Source: an optimization exercise on an open RTL-to-GDS flow (aim: a short achievable clock period and few clock cycles). Production flows keep margins and buffers that such runs may drop. Function was checked by simulation only, so behaviour that the tests miss may differ from the original.

old:
## cpu
module cpu(
    input clk,
    input rst,
    input [31:0] instr,
    input [4:0] raddr,
    output [31:0] dm_addr,    
    output [31:0] dm_wdata,   
    output dm_we,             
    input [31:0] dm_rdata,    
    output [31:0] pc,
    output [31:0] odata
    );
Settings: LEC_CHECK=0, CAP_MARGIN=40, CORE_MARGIN=2, CORE_UTILIZATION=30, SETUP_SLACK_MARGIN=0.5, SLEW_MARGIN=40, SYNTH_HIERARCHICAL=1; clock period 18.0 ns.
standard.sh (not shown) runs the stock make flow with config.mk's settings and CLKGATE_MAP_FILE= SYNTH_SCRIPT=/design/flow/synth_recipe.tcl, a recipe that flattens the netlist after the stock synthesis.
==> flow/flow/run.sh <==
#!/bin/bash
# The standard layout (standard.sh: the standard synthesis and the ORFS
# steps, unchanged), with two make variables added:
#  - the port buffers that ORFS puts on every input and output are plain
#    buffers instead of the delay cells it picks by default.
set -euo pipefail
bash standard.sh "BUFFER_PORTS_ARGS=-buffer_cell sky130_fd_sc_hd__buf_4" \
    SETUP_SLACK_MARGIN=9.5 finish > standard.log 2>&1
old did not stop at any stage, and its layout met the timing, DRC and antenna checks.
Testbench counts of old, summed over its fixed seeds: cycles 93,351.
Input changes introduced in new (baseline for comparison: old):
--- a/flow/design.v
+++ b/flow/design.v
@@ -925,51 +925,18 @@
 endmodule
 `timescale 1ns / 1ps
 module mux32x32(
     input  [1023:0] d,        
     input  [4:0]    s,
     output [31:0]   y
     );
     assign y = d[s*32 +: 32];
 endmodule
-module dec5to32(
-    input  [4:0]  s,
-    output [31:0] oh
-    );
-    assign oh = 32'd1 << s;
-endmodule
-module selbit(
-    input  [31:0] oh,
-    input  [31:0] v,
-    output        y
-    );
-    assign y = |(oh & v);
-endmodule
-module dbgport(
-    input  [1023:0] d,        
-    input  [4:0]    s,
-    output [31:0]   y
-    );
-    genvar q, b, i;
-    generate
-        for (q = 0; q < 4; q = q + 1) begin : Q
-            wire [31:0] oh;
-            dec5to32 dec_i(.s(s), .oh(oh));
-            for (b = 8*q; b < 8*q + 8; b = b + 1) begin : B
-                wire [31:0] v;
-                for (i = 0; i < 32; i = i + 1) begin : V
-                    assign v[i] = d[32*i + b];
-                end
-                selbit sel_i(.oh(oh), .v(v), .y(y[b]));
-            end
-        end
-    endgenerate
-endmodule
 `timescale 1ns / 1ps
 module dec(
     input  [31:0] ins,
     output [4:0]  rs,
     output [4:0]  rt,
     output        rd_rs,      
     output        rd_rt,      
     output [4:0]  wd,         
     output        wen,        
@@ -1191,19 +1158,19 @@
                     q <= 32'd0;
                 else if (dw_en1 && dw_a1 == g)
                     q <= dw_d1;
                 else if (dw_en0 && dw_a0 == g)
                     q <= dw_d0;
             end
             assign dbb[32*g +: 32] = q;
         end
     endgenerate
-    dbgport dbrd_i(.d(dbb), .s(raddr), .y(odata));
+    mux32x32 dbrd_i(.d(dbb), .s(raddr), .y(odata));
     reg  [5:0]  icw_idx;
     reg  [4:0]  icw_tag;
     reg  [31:0] icw_data;
     reg         icw_en;
     always @(posedge clk) begin
         icw_idx  <= pc[7:2];
         icw_tag  <= pc[12:8];
         icw_data <= instr;
     end
- new ended with every stage complete and zero timing, DRC or antenna violations.
- Core utilization: new vs old — no meaningful difference
- Looking at proportion of layout cells with a drive suffix above 1, new sits 0.56 points below old.
- NOTE: worst reg-to-reg setup slack in new exceeds that of old
- When new is set beside old, its relative slew slack turns out to be 5.1 points smaller.
- The higher placement-stage cell area came out of new.
- For old, the slowest library cell on the worst path was sky130_fd_sc_hd__or4_4, unlike new, where it was sky130_fd_sc_hd__a31oi_2.
Testbench counts of new, summed over its fixed seeds: cycles 93,351.

--- another note on this design; it stands on its own ---

## cpu
module cpu(
    input clk,
    input rst,
    input [31:0] instr,
    input [4:0] raddr,
    output [31:0] dm_addr,    
    output [31:0] dm_wdata,   
    output dm_we,             
    input [31:0] dm_rdata,    
    output [31:0] pc,
    output [31:0] odata
    );
Size: about 33000 cells after synthesis, ~200 I/O pins, ~340000 µm² of cells after synthesis.
Settings: LEC_CHECK=0, CAP_MARGIN=40, CORE_MARGIN=2, CORE_UTILIZATION=30, SETUP_SLACK_MARGIN=0.5, SLEW_MARGIN=40, SYNTH_HIERARCHICAL=1; clock period 18.0 ns.
standard.sh (not shown) runs the stock make flow with config.mk's settings and CLKGATE_MAP_FILE= SYNTH_SCRIPT=/design/flow/synth_recipe.tcl, a recipe that flattens the netlist after the stock synthesis.
==> flow/flow/run.sh <==
#!/bin/bash
# The standard layout (standard.sh: the standard synthesis and the ORFS
# steps, unchanged), with two make variables added:
#  - the port buffers that ORFS puts on every input and output are plain
#    buffers instead of the delay cells it picks by default.
set -euo pipefail
bash standard.sh "BUFFER_PORTS_ARGS=-buffer_cell sky130_fd_sc_hd__buf_4" \
    SETUP_SLACK_MARGIN=10 finish > standard.log 2>&1
Testbench counts at the start, summed over its fixed seeds: cycles 93,274.
Change:
==> flow/flow/run.sh (replaced) <==
#!/bin/bash
set -euo pipefail
bash standard.sh SETUP_SLACK_MARGIN=9 finish > standard.log 2>&1
Result: The new run ran to the end with no violations. Synthesized area stays the same. Sequential share of layout area rises by 0.92 points. Wire length falls slightly. Count of clock-buffer cells in the layout rises by 5. Worst setup slack loses 0.18 ns.
Change:
==> flow/flow/run.sh (replaced) <==
#!/bin/bash
# The standard layout (standard.sh: the standard synthesis and the ORFS
# steps, unchanged), with two make variables added:
#  - the port buffers that ORFS puts on every input and output are plain
#    buffers instead of the delay cells it picks by default.
set -euo pipefail
bash standard.sh "BUFFER_PORTS_ARGS=-buffer_cell sky130_fd_sc_hd__buf_4" \
    SETUP_SLACK_MARGIN=9.5 finish > standard.log 2>&1
What happened:
- wire length decreases by about 0.64%
- via count rises by about 1%
- core utilization goes up by 0.24 points
- synthesized area is unchanged
- design area went up by about 0.7%
- non-clock buffer count goes up by 65

[afterwards: timing with drivers on the ports]
The flow's constraints put no driver on any port. The routed layouts listed below were extracted and timed again, unchanged, in two steps.
Step 1, drivers: a clkbuf_16 drives clk and a buf_2 each remaining input, both assumed.
Step 2, shift: input delay + t, output delay - t, t = (earliest + latest rising clock arrival at the registers) / 2. This alone moves slack from input paths to output paths.
a / b / c = ideal ports / drivers / drivers and shift; a / b = the first two.
| run | shift t [ns] | slack for setup (ns) | latest minus earliest clock arrival (ns) | worst slew at a driven data input, ns | cell pins on the clock port's net |
|---|---|---|---|---|---|
| old | 1.216 | 8.672 / 8.285 / 8.285 | 0.116 / 0.115 | 0.52 | 1 |
| new | 1.223 | 8.929 / 8.755 / 7.914 | 0.111 / 0.111 | 0.37 | 1 |
| the first run of note 2 | 1.221 | 8.944 / 8.644 / 8.644 | 0.122 / 0.122 | 0.37 | 1 |
| the second run of note 2 | 1.218 | 8.766 / 8.607 / 7.647 | 0.145 / 0.144 | 0.43 | 1 |
| the third run of note 2 | 1.218 | 8.963 / 8.680 / 8.552 | 0.127 / 0.128 | 0.36 | 1 |
After both steps every run listed still meets setup and hold. For the second run of note 2, which loses most, drivers alone change the setup slack by -0.159 ns; drivers and shift together by -1.119 ns.
